What follows belongs to an exercise in optimizing a design on an open flow for small area and a short achievable clock period; a production flow would make more cautious choices.
Function was checked by simulation only, so behaviour that the tests miss may differ from the original.
Power and IR drop assume default switching activity.

==> flow/design.v, too long to show whole: its modules and the start of the top module <==
// module coeff_rom: 139 lines
// module mac_tree: 494 lines
// module polyphase_upsampler: 99 lines
// module output_conversion: 45 lines
// module vol_mult: 159 lines
module output_conversion (
    input  wire        clk,
    input  wire        reset_n,
    input  wire signed [15:0] sample_L,
    input  wire               valid_L,
    input  wire signed [15:0] sample_R,
    input  wire               valid_R,
    input  wire [7:0]  volume,
    input  wire        mute,
    output reg signed [15:0] out_L,
    output reg signed [15:0] out_R,
    output reg               valid_out
);
  // ...
==> flow/run.sh <==
#!/bin/bash
# synth_recipe.tcl (not shown) runs the flow's synth.tcl, then flattens the netlist and writes it again
# the make line also repeats each setting of config.mk as NAME=value (left out here)
make -C /OpenROAD-flow-scripts/flow DESIGN_CONFIG=/design/flow/config.mk WORK_HOME=/design/flow/orfs CLKGATE_MAP_FILE= SYNTH_SCRIPT=/design/flow/synth_recipe.tcl finish
==> flow/config.mk <==
export PLATFORM = sky130hd
export DESIGN_NAME = output_conversion
export DESIGN_NICKNAME = output_conversion
export VERILOG_FILES = /design/flow/design.v
export SDC_FILE = /design/flow/constraint.sdc
export NUM_CORES = 4
export LEC_CHECK = 0
export CAP_MARGIN = 20
export CORE_MARGIN = 2
export CORE_UTILIZATION = 40
export SETUP_SLACK_MARGIN = 4.5
export SLEW_MARGIN = 20
==> flow/constraint.sdc <==
create_clock -name core_clock -period 8.0 [get_ports {clk}]
set_input_delay 1.6000 -clock core_clock [delete_from_list [all_inputs] [get_ports {clk}]]
set_output_delay 1.6000 -clock core_clock [all_outputs]
set_load 0.01 [all_outputs]
==> results.json, run 1 <==
{
  "use_met3_pct": 4.07,
  "nClkBuffers": 89,
  "setup_viol": 0,
  "clockBufferDepth": 3,
  "hold_viol_final": 0,
  "final_util_pct": 49.4,
  "globalplace.congestion": 0.957,
  "period_minus_slack_ns": 5.05,
  "p_leak_nw": 23.5,
  "antenna_found_initial": 2,
  "synth.largest_area_cell": "edfxtp_1",
  "regToRegSetupSlack_ns": 3.07,
  "cellPowerDensity_nw_per_um2": 345,
  "rsz0062_at_grt": "yes",
  "final-seq-area_um2": 15800,
  "rr_worst_depth": 29,
  "fin_tns_setup_ns": 0,
  "postCtsSetupRepairBufs": 157,
  "drc_errors": 0,
  "inverters_excl_clock": 492,
  "buffers": 494,
  "syn_area_um2": 49000,
  "crit_chain": "buf_16 > buf_12 > mux2_4 > a22o_1 > fa_1 > fa_1 > ha_4 > a21o_1 > a21oi_4 > nor3b_4 > o31ai_4 > o2111ai_2 > o211ai_2 > o41a_1 > a21o_1 > a21oi_2 > xnor2_1 > o21ai_1",
  "vias_per_cell": 5.74,
  "cap_viol_max_count": 0,
  "seq-cell-share_pct": 26.3,
  "ys_ff_latch": 617,
  "seq_power_share_pct": 22.5,
  "status": "timing/DRC/antenna clean",
  "avgRoutedWirePerCell_um": 21.1,
  "clock_net_power_mw": 3.36,
  "core_region_area_um2": 122000,
  "grt_pass1_wl_mm": 221
}
==> inputs of run 2 (changes only) <==
--- a/flow/config.mk
+++ b/flow/config.mk
@@ -7,6 +7,6 @@
 export LEC_CHECK = 0
 export CAP_MARGIN = 20
 export CORE_MARGIN = 2
-export CORE_UTILIZATION = 40
+export CORE_UTILIZATION = 60
 export SETUP_SLACK_MARGIN = 4.5
 export SLEW_MARGIN = 20
==> results.json, run 2 <==
{
  "rsz0062_at_grt": "yes",
  "worst-path-max-fanout": 5,
  "cts_tree": "built",
  "cap_viol_max_count": 0,
  "drtIter0Drc": 5221,
  "synth_top_area_share_pct": 19.7,
  "globalplace.congestion": 1.02,
  "firstDrtPassIters": 10,
  "io_buffers": 77,
  "ys_ff_latch": 617,
  "grt.overflow.total": 0,
  "regToRegSetupSlack_ns": 3.15,
  "slew_headroom_pct": 32.7,
  "min_path_cells": 2,
  "final_common_cell": "inv_1",
  "grt.total_usage_pct": 34.0,
  "synth.largest_area_cell": "edfxtp_1",
  "synth_nets": 5585,
  "hold_viol_final": 0,
  "status": "timing/DRC/antenna clean",
  "fin_tns_setup_ns": 0,
  "final_cell_mix": "inv_1 (455), edfxtp_1 (322), fa_1 (321)",
  "start_util_pct": 60.8,
  "synth_area_leaders": "edfxtp_1 (20%), fa_1 (14%), dfxtp_1 (12%), ha_1 (6.5%), xnor2_1 (4.3%)",
  "crit_chain": "buf_16 > mux2_4 > a22o_1 > fa_1 > fa_1 > ha_4 > a21o_1 > a21oi_4 > nor3b_4 > o31ai_4 > o2111ai_4 > o211ai_2 > o41a_1 > a21o_1 > a21oi_2 > xnor2_1 > o21ai_1",
  "ir_drop_mv": 0.622,
  "place_inst": 5767,
  "cp-end-kind": "register",
  "grt_pass1_wl_mm": 227,
  "avgRoutedWirePerCell_um": 23.7,
  "crit_type": "primary input to register",
  "ys_warn_count": 3,
  "p_leak_nw": 23.3,
  "detail-route-antenna-nets": 0,
  "ys.flop_type": "edfxtp_1",
  "dieArea_um2": 84000,
  "clk_latency_ns": 0.65,
  "period_minus_slack_ns": 5.06,
  "synth-edff-count": 322,
  "cp_data_arrival_time_ns": 5.55,
  "place_area_um2": 50700,
  "grt_max_degree": 70,
  "critPathTopFamily": "compound AO/OA/AOI/OAI gates",
  "rr_worst_depth": 25,
  "drc_errors": 0,
  "nets": 5725,
  "max_stage_delay_ns": 0.56,
  "core_region_area_um2": 80700,
  "hp-class": "register to register",
  "ys_seq_area_share_pct": 31.8,
  "hold_buffers": 0,
  "syn_area_um2": 49000,
  "finalInstanceArea_um2": 58900,
  "worstReg2RegEnd": "up_left.out_sample_x3[15]",
  "numClockSinks": 617,
  "die_w_um": 290,
  "reg_top3": "up_left.sample_buf: 128 flops, up_right.sample_buf: 128 flops",
  "skew_ns": 0.0477,
  "synth_cell_types": 104,
  "num_vias": 40000,
  "r2r-start": "up_left.acc_c[1]",
  "layout-drive-gt1-share_pct": 23.1,
  "path_buf_inv": 1,
  "clkTransAtPathRegs_ns": 0.05,
  "fmax_mhz": 197,
  "crit_path_start_kind": "primary input",
  "wl_mm": 147,
  "pin_count": 78,
  "setup_viol": 0,
  "yosysMostFrequentCell": "inv_1",
  "fin_cells": 6202,
  "worst_pin_slew_ns": 1.01,
  "dieHeight_um": 290,
  "vias_per_cell": 6.46,
  "whs_endpoint": "out_R[15]",
  "rows": 104,
  "finalCritPeriodShare_pct": 63.3,
  "dpl.hpwl_mm": 91.7,
  "area_growth_pct": 20.1,
  "cpMaxStageDelayCell": "fa_1",
  "numCtsBuffers": 69,
  "htreeDepth": 3,
  "avgSynthCellArea_um2": 9.91,
  "hold_path.startpoint": "out_R[15]",
  "cellPowerDensity_nw_per_um2": 337,
  "synthTopCellsByCount": "inv_1 (474), fa_1 (340), edfxtp_1 (322)",
  "slew_viol_final": 0,
  "antenna_found_initial": 2,
  "root_buffer": "clkbuf_16",
  "async_reset_ff_share_pct": 0,
  "clockBufferDepth": 3,
  "synth_cells": 4947,
  "cp.required_ns": 8.48,
  "grt_pass1_vias": 39400
}
==> run 2: cell count changes in the layout (fill, tap and decap cells not counted), moves of 6 or more <==
cell	previous run	this run
a21oi_1	175	182
a21oi_2	49	42
buf_4	258	272
buf_6	94	45
buf_8	14	6
bufbuf_16	4	13
clkbuf_1	9	15
clkbuf_16	81	73
clkinv_2	4	10
dfxtp_1	218	226
dfxtp_4	55	48
nor3_1	43	55
nor3_2	18	8
o21ai_0	147	155
==> run 2: area by class of cell <==
cell class / instances / area, µm²
multi-input combinational: 3451 / 32600
fill: 5831 / 21800
sequential: 617 / 15800
timing repair buffer: 457 / 4810
inverter: 486 / 1980
clock buffer: 85 / 1800
tap: 1060 / 1330
clock inverter: 40 / 522
timing repair inverter: 5 / 40.0
antenna: 1 / 2.50
==> run 2: layer usage <==
metal  vias to the layer above  part of all wire [%]  global-route usage [%]
met5                         -                0.0061                       0
met3                       591                   9.8                    7.04
li1                      17700                     -                       -
met4                         2                   4.8                    13.8
met1                     19400                    41                    46.7
met2                      2310                    44                    52.7
==> run 2: how the worst max path moves through the flow <==
stage               startpoint  slack, ns  cells past startpoint        end
floorplan            volume[0]       2.45                     18  out_R[15]
detailed placement   volume[0]       1.23                     17  out_L[14]
global route         volume[2]       2.80                     21  out_R[15]
finish               volume[4]       2.94                     17  out_R[15]
CTS                  volume[2]       2.99                     17  out_R[15]
global placement     volume[0]       1.33                     17  out_L[14]
==> run 2: per-stage QoR <==
stage	setup WS [ns]	util, %	power (mW)	hold WS (ns)
CTS	2.99	69.9	18.2	0.453
global placement	1.33	62.8	13.6	0.436
finish	2.94	73.0	19.9	0.444
detailed placement	1.23	62.8	13.9	0.440
floorplan	2.45	-	11.9	0.420
global route	2.80	73.0	21.4	0.471
==> run 2: power by group <==
part	internal [mW]	switching (mW)	total [mW]
logic	5.69	6.27	12.0
registers	4.32	0.340	4.66
clock network	1.86	1.39	3.25
==> run 2: cells by family (layout without fill, tap and decap cells) <==
| kind of cell | count (synthesis) | in the layout | share of synthesized area, % |
|---|---|---|---|
| compound gates | 1234 | 1234 | 17.5 |
| xor+xnor | 354 | 354 | 6.34 |
| fa+ha+maj | 595 | 595 | 20.4 |
| buf+inv | 881 | 1073 | 6.98 |
| flops | 617 | 617 | 31.8 |
| mux | 246 | 246 | 7.05 |
| other cells | 0 | 1 | 0 |
| simple gates | 1020 | 1022 | 9.96 |
==> run 2: timing repair <==
action	in CTS	in global routing
setup buffers	124	158
endpoints found under the setup margin	167	146
cloned	23	4
gates resized for setup	474	262
pin swaps	102	180
==> run 2: tightest hold or removal path, cell delays in order (launching register included) <==
cell and delay [ns]:
dfxtp_1 0.30, nand2_1 0.05, o21ai_1 0.05
==> module output_conversion, before the edit <==
module output_conversion (
    input  wire        clk,
    input  wire        reset_n,
    input  wire signed [15:0] sample_L,
    input  wire               valid_L,
    input  wire signed [15:0] sample_R,
    input  wire               valid_R,
    input  wire [7:0]  volume,
    input  wire        mute,
    output reg signed [15:0] out_L,
    output reg signed [15:0] out_R,
    output reg               valid_out
);
    wire signed [15:0] up_L, up_R;
    wire [17:0] up3_L, up3_R;
    wire valid_up_L, valid_up_R;
    polyphase_upsampler up_left (
        .clk(clk), .reset_n(reset_n),
        .in_sample(sample_L), .valid_in(valid_L),
        .out_sample(up_L), .out_sample_x3(up3_L), .valid_out(valid_up_L)
    );
    polyphase_upsampler up_right (
        .clk(clk), .reset_n(reset_n),
        .in_sample(sample_R), .valid_in(valid_R),
        .out_sample(up_R), .out_sample_x3(up3_R), .valid_out(valid_up_R)
    );
    wire [23:0] vs_L, vc_L, vs_R, vc_R;
    vol_mult mul_L (.u1(up_L), .u3(up3_L), .v(volume), .s(vs_L), .c(vc_L));
    vol_mult mul_R (.u1(up_R), .u3(up3_R), .v(volume), .s(vs_R), .c(vc_R));
    wire [23:0] scaled_L = vs_L + vc_L;
    wire [23:0] scaled_R = vs_R + vc_R;
    always @(posedge clk) begin
        if (!reset_n) begin
            out_L <= 0;
            out_R <= 0;
            valid_out <= 0;
        end else if (valid_up_L && valid_up_R) begin
            out_L <= mute ? 16'd0 : scaled_L[23:8];
            out_R <= mute ? 16'd0 : scaled_R[23:8];
            valid_out <= 1;
        end else begin
            valid_out <= 0;
        end
    end
endmodule
==> inputs of run 3 (changes only) <==
--- a/flow/design.v
+++ b/flow/design.v
@@ -739,8 +739,8 @@
     input  wire               valid_R,
     input  wire [7:0]  volume,
     input  wire        mute,
-    output reg signed [15:0] out_L,
-    output reg signed [15:0] out_R,
+    output wire signed [15:0] out_L,
+    output wire signed [15:0] out_R,
     output reg               valid_out
 );
     wire signed [15:0] up_L, up_R;
@@ -759,16 +759,24 @@
     wire [23:0] vs_L, vc_L, vs_R, vc_R;
     vol_mult mul_L (.u1(up_L), .u3(up3_L), .v(volume), .s(vs_L), .c(vc_L));
     vol_mult mul_R (.u1(up_R), .u3(up3_R), .v(volume), .s(vs_R), .c(vc_R));
-    wire [23:0] scaled_L = vs_L + vc_L;
-    wire [23:0] scaled_R = vs_R + vc_R;
+    wire [8:0] low_L = vs_L[7:0] + vc_L[7:0];
+    wire [8:0] low_R = vs_R[7:0] + vc_R[7:0];
+    reg [15:0] hs_L, hc_L, hs_R, hc_R;
+    reg ci_L, ci_R;
+    assign out_L = hs_L + hc_L + {15'd0, ci_L};
+    assign out_R = hs_R + hc_R + {15'd0, ci_R};
     always @(posedge clk) begin
         if (!reset_n) begin
-            out_L <= 0;
-            out_R <= 0;
+            hs_L <= 0; hc_L <= 0; ci_L <= 0;
+            hs_R <= 0; hc_R <= 0; ci_R <= 0;
             valid_out <= 0;
         end else if (valid_up_L && valid_up_R) begin
-            out_L <= mute ? 16'd0 : scaled_L[23:8];
-            out_R <= mute ? 16'd0 : scaled_R[23:8];
+            hs_L <= mute ? 16'd0 : vs_L[23:8];
+            hc_L <= mute ? 16'd0 : vc_L[23:8];
+            ci_L <= mute ? 1'b0 : low_L[8];
+            hs_R <= mute ? 16'd0 : vs_R[23:8];
+            hc_R <= mute ? 16'd0 : vc_R[23:8];
+            ci_R <= mute ? 1'b0 : low_R[8];
             valid_out <= 1;
         end else begin
             valid_out <= 0;
--- a/flow/config.mk
+++ b/flow/config.mk
@@ -7,6 +7,6 @@
 export LEC_CHECK = 0
 export CAP_MARGIN = 20
 export CORE_MARGIN = 2
-export CORE_UTILIZATION = 60
-export SETUP_SLACK_MARGIN = 4.5
+export CORE_UTILIZATION = 40
+export SETUP_SLACK_MARGIN = 4.0
 export SLEW_MARGIN = 20
==> results.json, run 3 <==
{
  "crit_path_start": "hs_R[0]",
  "synth.largest_area_cell": "edfxtp_1",
  "clk_latency_ns": 0.70,
  "firstDrtPassIters": 8,
  "final_common_cell": "inv_1",
  "reg_top3": "up_left.sample_buf: 128 flops, up_right.sample_buf: 128 flops",
  "synth_nets": 5745,
  "p_leak_nw": 22.3,
  "vias_per_cell": 5.69,
  "core_region_area_um2": 125000,
  "synth_cells": 5109,
  "numClockSinks": 649,
  "regToRegSetupSlack_ns": 3.30,
  "synth_top_area_share_pct": 19.3,
  "grt_pass1_vias": 38500,
  "pin_count": 78,
  "grt.overflow.total": 0,
  "die_w_um": 358,
  "drc_errors": 0,
  "crit_type": "register to output port",
  "area_growth_pct": 15.2,
  "numCtsBuffers": 78,
  "rr_worst_depth": 25,
  "finalCritPeriodShare_pct": 62.6,
  "drtIter0Drc": 3193,
  "fmax_mhz": 200,
  "antenna_found_initial": 1,
  "grt_max_degree": 86,
  "synthTopCellsByCount": "inv_1 (424), nor2_1 (350), fa_1 (343)",
  "cp-end-kind": "output port",
  "cap_viol_max_count": 0,
  "syn_area_um2": 50200,
  "use_met3_pct": 3.32,
  "cellPowerDensity_nw_per_um2": 378,
  "fin_tns_setup_ns": 0,
  "dieHeight_um": 358,
  "crit_end": "out_R[14]",
  "worstReg2RegEnd": "up_right.out_sample_x3[13]",
  "synth_area_leaders": "edfxtp_1 (19%), fa_1 (14%), dfxtp_1 (13%), ha_1 (6.2%), xnor2_1 (4.0%)",
  "ys_ff_latch": 649,
  "avgSynthCellArea_um2": 9.83,
  "rows": 130,
  "hp-class": "register to register",
  "clockBufferDepth": 3,
  "antenna_cells": 0,
  "ys_warn_count": 3,
  "start_util_pct": 40.1,
  "use_met2_pct": 33.9,
  "slew_headroom_pct": 26.3,
  "busiest_layer": "met2",
  "fillers": 11700,
  "grt.total_usage_pct": 21.3,
  "globalplace.congestion": 0.962,
  "layout-drive-gt1-share_pct": 17.6,
  "crit_path_start_kind": "register",
  "ys.flop_type": "dfxtp_1",
  "finalInstanceArea_um2": 57800,
  "skew_ns": 0.0386,
  "ir_drop_mv": 0.371,
  "async_reset_ff_share_pct": 0,
  "root_buffer": "clkbuf_16",
  "status": "timing/DRC/antenna clean",
  "dpl.hpwl_mm": 91.9,
  "place_area_um2": 52300,
  "grt_pass1_wl_mm": 220,
  "cts_tree": "built",
  "synth_cell_types": 93,
  "r2r-start": "up_right.acc_c[7]",
  "use_met1_pct": 29.6,
  "synth-edff-count": 322,
  "yosysMostFrequentCell": "inv_1",
  "setup_viol": 0,
  "detail-route-antenna-nets": 0,
  "rsz0062_at_grt": "yes",
  "worst_pin_slew_ns": 1.08,
  "worst-path-max-fanout": 3,
  "hold_viol_final": 0,
  "period_minus_slack_ns": 5.01,
  "cp.required_ns": 6.40,
  "ys_seq_area_share_pct": 32.3,
  "wl_mm": 139,
  "clkTransAtPathRegs_ns": 0.06,
  "htreeDepth": 3,
  "dieArea_um2": 128000,
  "hold_buffers": 0,
  "avgRoutedWirePerCell_um": 20.5,
  "io_buffers": 77,
  "num_vias": 38700,
  "nets": 5715,
  "slew_viol_final": 0,
  "final_cell_mix": "inv_1 (405), fa_1 (338), nor2_1 (325)",
  "cp_data_arrival_time_ns": 3.41
}
[run 3: cell count changes after synthesis, moves of 14 or more]
cell and delta:
nor3_1 +58, o21ai_0 -18, buf_2 -18, clkbuf_1 +40, buf_1 +14, o311ai_0 +14
inv_1 -50, a21oi_1 +40, nor2_1 +65, dfxtp_1 +32, nor3b_1 +17
[run 3: worst max-delay path, stage by stage, from the launching register on]
cell      delay [ns]
dfxtp_2         0.32
inv_2           0.05
fa_2            0.21
inv_2           0.04
fa_2            0.34
a21o_1          0.18
a21oi_2         0.15
o21ai_1         0.08
a21oi_2         0.16
o21ai_2         0.07
a21oi_2         0.15
o21ai_2         0.07
a21oi_2         0.14
o21bai_1        0.09
a21oi_2         0.18
nor4bb_1        0.07
or3_1           0.30
buf_2           0.14
[run 3: kinds of logic (layout without fill, tap and decap cells)]
family / Yosys count / in the layout / share of synthesized area, %
buffers and inverters: 857 / 889 / 6.52
adder cells (fa/ha/maj): 591 / 591 / 19.9
AO/OA/AOI/OAI: 1249 / 1250 / 17.1
multiplexers: 253 / 253 / 7.07
XOR/XNOR: 345 / 345 / 6.09
AND/OR/NAND/NOR: 1165 / 1166 / 11.1
flip-flops: 649 / 649 / 32.3
[run 3: what timing repair did]
action,4_1_cts,5_1_grt
gates cloned,8,2
setup endpoints to repair,130,100
buffers inserted,106,43
pin swaps,108,91
endpoints found under the hold margin,0,0
gates resized for setup,309,203
[run 3: worst min-delay path by stage]
stage | cells past startpoint | to | slack, ns
after floorplan | 1 | register | 0.42
after global placement | 1 | register | 0.45
after detailed placement | 1 | register | 0.45
after CTS | 1 | register | 0.47
after global routing | 1 | up_right.acc_c[0] | 0.49
final | 1 | register | 0.47
[run 3: layout make-up]
| class | count | area [µm²] | area share (%) |
|---|---|---|---|
| timing repair inverter | 1 | 8.76 | 0.0151 |
| multi-input combinational | 3605 | 32200 | 55.7 |
| clock inverter | 50 | 629 | 1.09 |
| tap | 1650 | 2060 | 3.57 |
| clock buffer | 94 | 2030 | 3.51 |
| inverter | 432 | 1670 | 2.88 |
| timing repair buffer | 312 | 2950 | 5.09 |
| sequential | 649 | 16300 | 28.2 |
[run 3: metal layers]
| layer | wire length [µm] | up-vias | part of all wire, % |
|---|---|---|---|
| met1 | 62400 | 19100 | 45 |
| met2 | 64100 | 1359 | 46 |
| met4 | 4050 | 2 | 2.9 |
| li1 | - | 18000 | - |
| met5 | 13 | - | 0.0093 |
| met3 | 8650 | 256 | 6.2 |
[run 3: power by group]
part | internal [mW] | total, mW | switching [mW]
clock | 2.11 | 3.67 | 1.56
sequential | 4.49 | 4.87 | 0.384
combinational | 6.67 | 13.3 | 6.64
[run 3: through the flow]
stage	std cells	setup slack (ns)	power (mW)	hold WS [ns]	utilization [%]
6_report	6793	2.99	21.9	0.468	46.2
5_1_grt	6793	2.69	23.6	0.492	46.2
4_1_cts	6748	2.86	20.0	0.467	45.3
3_5_place_dp	6490	2.21	14.1	0.446	41.8
3_3_place_gp	6490	2.14	13.9	0.446	41.8
2_1_floorplan	5109	3.75	12.1	0.420	-
==> module polyphase_upsampler, before the edit <==
module polyphase_upsampler (
    input wire clk,
    input wire reset_n,
    input wire signed [15:0] in_sample,
    input wire               valid_in,
    output reg signed [15:0] out_sample,
    output reg [17:0]        out_sample_x3,    
    output reg valid_out
);
    parameter UPSAMPLE_NUM = 274;
    parameter UPSAMPLE_DEN = 170;
    reg [15:0] phase_accum;
    reg [127:0] sample_buf;           
    reg [2:0] wr_ptr;
    reg [2:0] tap_index;
    reg [2:0] mac_ptr;
    reg [2:0] rd_index;
    reg signed [15:0] sample_val;
    reg mac_active;
    reg [23:0] coeff_b;
    reg [30:0] acc_s;
    reg [30:0] acc_c;
    reg acc_clr;
    wire last = mac_active && (mac_ptr == 3'd7);
    wire start = !mac_active && (phase_accum >= UPSAMPLE_DEN);
    reg [15:0] phase_next;
    reg [2:0] tap_next;
    reg [2:0] mac_ptr_next;
    always @(*) begin
        if (!reset_n) phase_next = 16'd0;
        else if (last) phase_next = phase_accum - UPSAMPLE_DEN;
        else if (valid_in) phase_next = phase_accum + UPSAMPLE_NUM;
        else phase_next = phase_accum;
        if (!reset_n) tap_next = 3'd0;
        else if (mac_active) tap_next = mac_ptr;
        else tap_next = tap_index;
        if (!reset_n || start) mac_ptr_next = 3'd0;
        else if (mac_active) mac_ptr_next = mac_ptr + 3'd1;
        else mac_ptr_next = mac_ptr;
    end
    wire [23:0] coeff_b_next;
    coeff_rom coeffs (
        .phase(phase_next[15:12]),
        .tap_index(tap_next),
        .booth(coeff_b_next)
    );
    wire [30:0] ts;
    wire [30:0] tc;
    mac_tree mac (
        .x(sample_val),
        .b(coeff_b),
        .as(acc_s & {31{~acc_clr}}),
        .ac(acc_c & {31{~acc_clr}}),
        .s(ts),
        .c(tc)
    );
    wire [30:0] sum = acc_s + acc_c;
    wire [15:0] up = sum[30:15];
    wire [15:0] din = in_sample & {16{reset_n}};
    integer i;
    always @(posedge clk) begin
        for (i = 0; i < 8; i = i + 1)
            if (!reset_n || (valid_in && wr_ptr == i))
                sample_buf[16*i +: 16] <= din;
    end
    always @(posedge clk) begin
        phase_accum <= phase_next;
        tap_index <= tap_next;
        mac_ptr <= mac_ptr_next;
        coeff_b <= coeff_b_next;
        acc_clr <= (mac_ptr_next == 3'd0);
        acc_s <= ts;
        acc_c <= tc;
        if (last) begin
            out_sample <= up;
            out_sample_x3 <= {2'b00, up} + {1'b0, up, 1'b0};
        end
        valid_out <= 0;
        if (!reset_n) begin
            wr_ptr <= 0;
            mac_active <= 0;
            rd_index <= 0;
            sample_val <= 0;
        end else begin
            if (valid_in)
                wr_ptr <= wr_ptr + 1;
            if (start)
                mac_active <= 1;
            if (mac_active) begin
                rd_index <= wr_ptr - mac_ptr - 1;
                sample_val <= sample_buf[16*rd_index +: 16];
                if (mac_ptr == 7) begin
                    valid_out <= 1;
                    mac_active <= 0;
                end
            end
        end
    end
endmodule
==> inputs of run 4 (changes only) <==
--- a/flow/design.v
+++ b/flow/design.v
@@ -637,7 +637,6 @@
     input wire signed [15:0] in_sample,
     input wire               valid_in,
     output reg signed [15:0] out_sample,
-    output reg [17:0]        out_sample_x3,    
     output reg valid_out
 );
     parameter UPSAMPLE_NUM = 274;
@@ -651,12 +650,14 @@
     reg signed [15:0] sample_val;
     reg mac_active;
     reg [23:0] coeff_b;
+    reg ph_inc, ph_dec;
     reg [30:0] acc_s;
     reg [30:0] acc_c;
     reg acc_clr;
     wire last = mac_active && (mac_ptr == 3'd7);
     wire start = !mac_active && (phase_accum >= UPSAMPLE_DEN);
     reg [15:0] phase_next;
+    reg [3:0] phase_hi_next;
     reg [2:0] tap_next;
     reg [2:0] mac_ptr_next;
     always @(*) begin
@@ -664,6 +665,10 @@
         else if (last) phase_next = phase_accum - UPSAMPLE_DEN;
         else if (valid_in) phase_next = phase_accum + UPSAMPLE_NUM;
         else phase_next = phase_accum;
+        if (!reset_n) phase_hi_next = 4'd0;
+        else if (last) phase_hi_next = phase_accum[15:12] - {3'd0, ph_dec};
+        else if (valid_in) phase_hi_next = phase_accum[15:12] + {3'd0, ph_inc};
+        else phase_hi_next = phase_accum[15:12];
         if (!reset_n) tap_next = 3'd0;
         else if (mac_active) tap_next = mac_ptr;
         else tap_next = tap_index;
@@ -673,7 +678,7 @@
     end
     wire [23:0] coeff_b_next;
     coeff_rom coeffs (
-        .phase(phase_next[15:12]),
+        .phase(phase_hi_next),
         .tap_index(tap_next),
         .booth(coeff_b_next)
     );
@@ -688,7 +693,6 @@
         .c(tc)
     );
     wire [30:0] sum = acc_s + acc_c;
-    wire [15:0] up = sum[30:15];
     wire [15:0] din = in_sample & {16{reset_n}};
     integer i;
     always @(posedge clk) begin
@@ -698,16 +702,15 @@
     end
     always @(posedge clk) begin
         phase_accum <= phase_next;
+        ph_inc <= (phase_next[11:0] >= 12'd3822);
+        ph_dec <= (phase_next[11:0] < 12'd170);
         tap_index <= tap_next;
         mac_ptr <= mac_ptr_next;
         coeff_b <= coeff_b_next;
         acc_clr <= (mac_ptr_next == 3'd0);
         acc_s <= ts;
         acc_c <= tc;
-        if (last) begin
-            out_sample <= up;
-            out_sample_x3 <= {2'b00, up} + {1'b0, up, 1'b0};
-        end
+        out_sample <= sum[30:15];
         valid_out <= 0;
         if (!reset_n) begin
             wr_ptr <= 0;
@@ -744,44 +747,67 @@
     output reg               valid_out
 );
     wire signed [15:0] up_L, up_R;
-    wire [17:0] up3_L, up3_R;
     wire valid_up_L, valid_up_R;
     polyphase_upsampler up_left (
         .clk(clk), .reset_n(reset_n),
         .in_sample(sample_L), .valid_in(valid_L),
-        .out_sample(up_L), .out_sample_x3(up3_L), .valid_out(valid_up_L)
+        .out_sample(up_L), .valid_out(valid_up_L)
     );
     polyphase_upsampler up_right (
         .clk(clk), .reset_n(reset_n),
         .in_sample(sample_R), .valid_in(valid_R),
-        .out_sample(up_R), .out_sample_x3(up3_R), .valid_out(valid_up_R)
+        .out_sample(up_R), .valid_out(valid_up_R)
     );
-    wire [23:0] vs_L, vc_L, vs_R, vc_R;
-    vol_mult mul_L (.u1(up_L), .u3(up3_L), .v(volume), .s(vs_L), .c(vc_L));
-    vol_mult mul_R (.u1(up_R), .u3(up3_R), .v(volume), .s(vs_R), .c(vc_R));
-    wire [8:0] low_L = vs_L[7:0] + vc_L[7:0];
-    wire [8:0] low_R = vs_R[7:0] + vc_R[7:0];
-    reg [15:0] hs_L, hc_L, hs_R, hc_R;
-    reg ci_L, ci_R;
-    assign out_L = hs_L + hc_L + {15'd0, ci_L};
-    assign out_R = hs_R + hc_R + {15'd0, ci_R};
+    wire load = valid_up_L && valid_up_R;
+    out_stage st_L (.clk(clk), .reset_n(reset_n), .load(load), .mute(mute),
+                    .up(up_L), .volume(volume), .out(out_L));
+    out_stage st_R (.clk(clk), .reset_n(reset_n), .load(load), .mute(mute),
+                    .up(up_R), .volume(volume), .out(out_R));
     always @(posedge clk) begin
-        if (!reset_n) begin
-            hs_L <= 0; hc_L <= 0; ci_L <= 0;
-            hs_R <= 0; hc_R <= 0; ci_R <= 0;
-            valid_out <= 0;
-        end else if (valid_up_L && valid_up_R) begin
-            hs_L <= mute ? 16'd0 : vs_L[23:8];
-            hc_L <= mute ? 16'd0 : vc_L[23:8];
-            ci_L <= mute ? 1'b0 : low_L[8];
-            hs_R <= mute ? 16'd0 : vs_R[23:8];
-            hc_R <= mute ? 16'd0 : vc_R[23:8];
-            ci_R <= mute ? 1'b0 : low_R[8];
-            valid_out <= 1;
-        end else begin
-            valid_out <= 0;
+        if (!reset_n) valid_out <= 0;
+        else valid_out <= load;
+    end
+endmodule
+module out_stage (
+    input  wire        clk,
+    input  wire        reset_n,
+    input  wire        load,
+    input  wire        mute,
+    input  wire [15:0] up,
+    input  wire [7:0]  volume,
+    output wire [15:0] out
+);
+    wire [17:0] up3 = {2'b00, up} + {1'b0, up, 1'b0};
+    wire [23:0] vs, vc;
+    vol_mult mul (.u1(up), .u3(up3), .v(volume), .s(vs), .c(vc));
+    wire [8:0] low = {1'b0, vs[7:0]} + {1'b0, vc[7:0]};
+    wire [4:0] b0 = {1'b0, vs[11:8]}  + {1'b0, vc[11:8]};
+    wire [4:0] b1 = {1'b0, vs[15:12]} + {1'b0, vc[15:12]};
+    wire [4:0] b2 = {1'b0, vs[19:16]} + {1'b0, vc[19:16]};
+    wire [3:0] b3 = vs[23:20] + vc[23:20];
+    reg [15:0] bsum;
+    reg [2:0] bgen;
+    reg cin;
+    always @(posedge clk) begin
+        if (!reset_n || (load && mute)) begin
+            bsum <= 0;
+            bgen <= 0;
+            cin <= 0;
+        end else if (load) begin
+            bsum <= {b3, b2[3:0], b1[3:0], b0[3:0]};
+            bgen <= {b2[4], b1[4], b0[4]};
+            cin <= low[8];
         end
     end
+    wire p0 = &bsum[3:0];
+    wire p1 = &bsum[7:4];
+    wire p2 = &bsum[11:8];
+    wire c0 = cin;
+    wire c1 = bgen[0] | (p0 & cin);
+    wire c2 = bgen[1] | (p1 & bgen[0]) | (p1 & p0 & cin);
+    wire c3 = bgen[2] | (p2 & bgen[1]) | (p2 & p1 & bgen[0]) | (p2 & p1 & p0 & cin);
+    assign out = {bsum[15:12] + {3'd0, c3}, bsum[11:8] + {3'd0, c2},
+                  bsum[7:4] + {3'd0, c1}, bsum[3:0] + {3'd0, c0}};
 endmodule
 module vol_mult (
     input wire [15:0] u1,
--- a/flow/config.mk
+++ b/flow/config.mk
@@ -8,5 +8,5 @@
 export CAP_MARGIN = 20
 export CORE_MARGIN = 2
 export CORE_UTILIZATION = 40
-export SETUP_SLACK_MARGIN = 4.0
+export SETUP_SLACK_MARGIN = 4.3
 export SLEW_MARGIN = 20
==> results.json, run 4 <==
{
  "ys_warn_count": 4,
  "wl_mm": 137,
  "rows": 127,
  "cap_viol_max_count": 0,
  "hp-class": "register to register",
  "numCtsBuffers": 74,
  "detail-route-antenna-nets": 0,
  "place_area_um2": 50300,
  "hold_viol_final": 0,
  "fmax_mhz": 214,
  "drc_errors": 0,
  "grt.overflow.total": 0,
  "fin_cells": 6758,
  "grt_max_degree": 77,
  "grt_pass1_vias": 38400,
  "ys_ff_latch": 595,
  "internal_power_mw": 12.0,
  "crit_path_start_kind": "register",
  "area_growth_pct": 15.3,
  "synth-xor-area-share_pct": 6.42,
  "async_reset_ff_share_pct": 0,
  "fin_tns_setup_ns": 0,
  "grt_pass1_wl_mm": 218,
  "finalInstanceArea_um2": 55700,
  "io_buffers": 77,
  "rsz0062_at_grt": "yes",
  "dieHeight_um": 351,
  "dieArea_um2": 124000,
  "synth-compound-area-share_pct": 16.7,
  "final_common_cell": "inv_1",
  "worst-path-max-fanout": 4,
  "ys_seq_area_share_pct": 30.0,
  "layout-drive-gt1-share_pct": 16.6,
  "yosys.area_share.simple_pct": 12.1,
  "grt.total_usage_pct": 21.9,
  "antenna_cells": 0,
  "nets": 5754,
  "synth_cells": 5168,
  "clockBufferDepth": 3,
  "avgSynthCellArea_um2": 9.34,
  "final_cell_mix": "inv_1 (437), nand2_1 (406), fa_1 (323)",
  "pin_count": 78,
  "yosysMostFrequentCell": "inv_1",
  "p_switching_mw": 8.57,
  "firstDrtPassIters": 10,
  "drtIter0Drc": 4303,
  "p_leak_nw": 22.0,
  "cp.required_ns": 8.52,
  "cp_data_arrival_time_ns": 5.20,
  "place_inst": 6493,
  "status": "timing/DRC/antenna clean",
  "avgRoutedWirePerCell_um": 20.3,
  "clk_latency_ns": 0.69,
  "synth_nets": 5837,
  "finalCritPeriodShare_pct": 58.4,
  "hold_ws_ns": 0.459,
  "switching_share_pct": 41.8,
  "globalplace.congestion": 0.931,
  "clockPowerShare_pct": 17.4,
  "antenna_found_initial": 0,
  "skew_ns": 0.0393,
  "syn_area_um2": 48300,
  "dpl.hpwl_mm": 90.5,
  "cp-end-kind": "register",
  "start_util_pct": 40.3,
  "synth-edff-count": 256,
  "slew_headroom_pct": 25.1,
  "vias_per_cell": 5.75,
  "synthTopCellsByCount": "inv_1 (476), nand2_1 (434), clkbuf_1 (371)",
  "htreeDepth": 3,
  "setup_viol": 0,
  "synth_area_leaders": "edfxtp_1 (16%), fa_1 (14%), dfxtp_1 (14%), ha_1 (7.2%), a22oi_1 (3.8%)",
  "cellPowerDensity_nw_per_um2": 369,
  "synthAdderAreaFrac_pct": 21.6,
  "synth_top_area_share_pct": 15.9,
  "root_buffer": "clkbuf_16",
  "numClockSinks": 595,
  "slew_viol_final": 0,
  "pwr-share-comb_pct": 60.8,
  "reg_top3": "up_left.sample_buf: 128 flops, up_right.sample_buf: 128 flops",
  "die_w_um": 351,
  "period_minus_slack_ns": 4.68,
  "synth.largest_area_cell": "edfxtp_1",
  "synth_mux_area_share_pct": 6.04,
  "ys.flop_type": "dfxtp_1",
  "clkTransAtPathRegs_ns": 0.05,
  "ir_drop_mv": 0.348,
  "cts_tree": "built",
  "core_region_area_um2": 120000,
  "synth_top_family_by_area": "adder cells",
  "num_vias": 38800,
  "seq_power_share_pct": 21.8,
  "worst_pin_slew_ns": 1.12,
  "fillers": 11300,
  "crit_type": "register to register",
  "synth_cell_types": 80
}
-- run 4: changes by cell type in the layout (fill, tap and decap cells not counted), sizes merged, moves of 49 or more --
cell	previous run	this run
o21ai	202	251
nand2	280	434
nor3	123	62
a22o	91	7
edfxtp	322	256
mux2	125	48
-- run 4: final timing paths --
kind | startpoint | endpoint | slack [ns] | cells past startpoint
worst min register to register | up_right.phase_accum[0] | up_right.phase_accum[0] | 0.46 | 1
worst min-delay path | up_right.phase_accum[0] | up_right.phase_accum[0] | 0.46 | 1
worst max register to register | up_left.out_sample[1] | st_L.bsum[14] | 3.32 | 26
worst max-delay path | up_left.out_sample[1] | st_L.bsum[14] | 3.32 | 26
-- run 4: kinds of logic (layout without fill, tap and decap cells) --
logic type | count (synthesis) | after routing
adder cells (fa/ha/maj) | 625 | 625
buffers and inverters | 908 | 882
XOR/XNOR | 354 | 354
multiplexers | 204 | 204
AND/OR/NAND/NOR | 1266 | 1270
flip-flops | 595 | 595
AO/OA/AOI/OAI | 1216 | 1216
-- run 4: cell type report --
cell class	instances	area (µm²)	area share (%)
clock buffers	88	1950	3.51
well taps	1612	2020	3.62
repair buffers	266	2430	4.36
flip-flops and latches	595	14700	26.4
multi-input cells	3669	32100	57.7
repair inverters	1	7.51	0.0135
clock inverters	49	677	1.22
inverters	478	1820	3.27
-- run 4: routing by layer --
metal / wire (µm) / vias up / GRT usage, %
met5: 0 / - / 0
met4: 4470 / 0 / 7.68
met3: 10800 / 335 / 3.83
met2: 61500 / 1768 / 34.2
met1: 60700 / 18900 / 30.5
li1: - / 17800 / -
-- run 4: what timing repair did --
action | in CTS | in global routing
endpoints found under the setup margin | 147 | 112
buffers inserted | 86 | 36
endpoints found under the hold margin | 0 | 0
cloned | 5 | 1
pin swaps | 132 | 97
resized for setup | 405 | 166
hold buffers | 0 | 0
-- run 4: stage by stage --
step | setup WS (ns) | utilization (%) | total power, mW
2_1_floorplan | 3.68 | - | 12.3
3_3_place_gp | 2.01 | 42.0 | 14.4
3_5_place_dp | 1.98 | 42.0 | 14.7
4_1_cts | 3.42 | 45.7 | 19.7
5_1_grt | 3.10 | 46.5 | 22.5
6_report | 3.32 | 46.5 | 20.5
-- run 4: worst max-delay path, cell delays in order (launching register included) --
cell,delay (ns)
dfxtp_4,0.37
ha_4,0.13
inv_2,0.03
fa_2,0.34
nor2b_2,0.13
o21ai_2,0.08
a21boi_2,0.16
o21ai_2,0.08
a21oi_2,0.19
a41oi_2,0.16
a211oi_2,0.37
a21o_2,0.29
buf_4,0.14
buf_6,0.10
xor2_4,0.17
o221ai_2,0.15
ha_4,0.30
inv_2,0.03
fa_2,0.36
inv_2,0.08
ha_4,0.13
inv_2,0.03
fa_2,0.32
xor2_1,0.13
nor2_1,0.05
a21oi_1,0.14
nor2_1,0.05
-- run 4: power groups by stage --
stage / Sequential (mW) / Combinational [mW] / Clock [mW]
2_1_floorplan: 4.08 / 8.18 / 0
3_3_place_gp: 4.50 / 9.90 / 0
3_5_place_dp: 4.51 / 10.1 / 0
4_1_cts: 4.45 / 11.6 / 3.68
5_1_grt: 4.54 / 14.1 / 3.79
6_report: 4.47 / 12.5 / 3.58

[re-timing with driven ports]
The results above use ideal ports. As a check the final layouts listed here were re-extracted and re-timed, cells and wires unchanged. Step 1 (the two cells are an assumption about what drives the block):
set clk [get_ports {clk}]
set_driving_cell -lib_cell sky130_fd_sc_hd__clkbuf_16 $clk
set_driving_cell -lib_cell sky130_fd_sc_hd__buf_2 [delete_from_list [all_inputs] $clk]
Step 2 adds t to the input delays and takes it off the output delays; t is the mean of the earliest and latest rising clock arrival at the registers after step 1. Input paths then give back, and output paths get back, about the clock's delay inside the block. a / b / c = no drivers / after step 1 / after step 2; a / b = the first two.
| run | shift t [ns] | slack for setup (ns) | hold slack, ns | latest minus earliest clock arrival (ns) | worst slew at a driven data input, ns |
|---|---|---|---|---|---|
| run 1 | 0.748 | 2.954 / 2.966 / 2.217 | 0.448 / 0.448 / 0.448 | 0.046 / 0.047 | 0.09 |
| run 2 | 0.697 | 2.935 / 2.862 / 2.165 | 0.444 / 0.444 / 0.444 | 0.051 / 0.051 | 0.16 |
| run 3 | 0.758 | 2.989 / 2.910 / 3.304 | 0.468 / 0.468 / 0.468 | 0.043 / 0.043 | 0.07 |
| run 4 | 0.741 | 3.325 / 3.325 / 2.722 | 0.459 / 0.459 / 0.459 | 0.042 / 0.042 | 0.07 |
After both steps setup and hold are still met in every run listed. For run 2, which loses most, drivers alone change the setup slack by -0.073 ns; drivers and shift together by -0.770 ns.
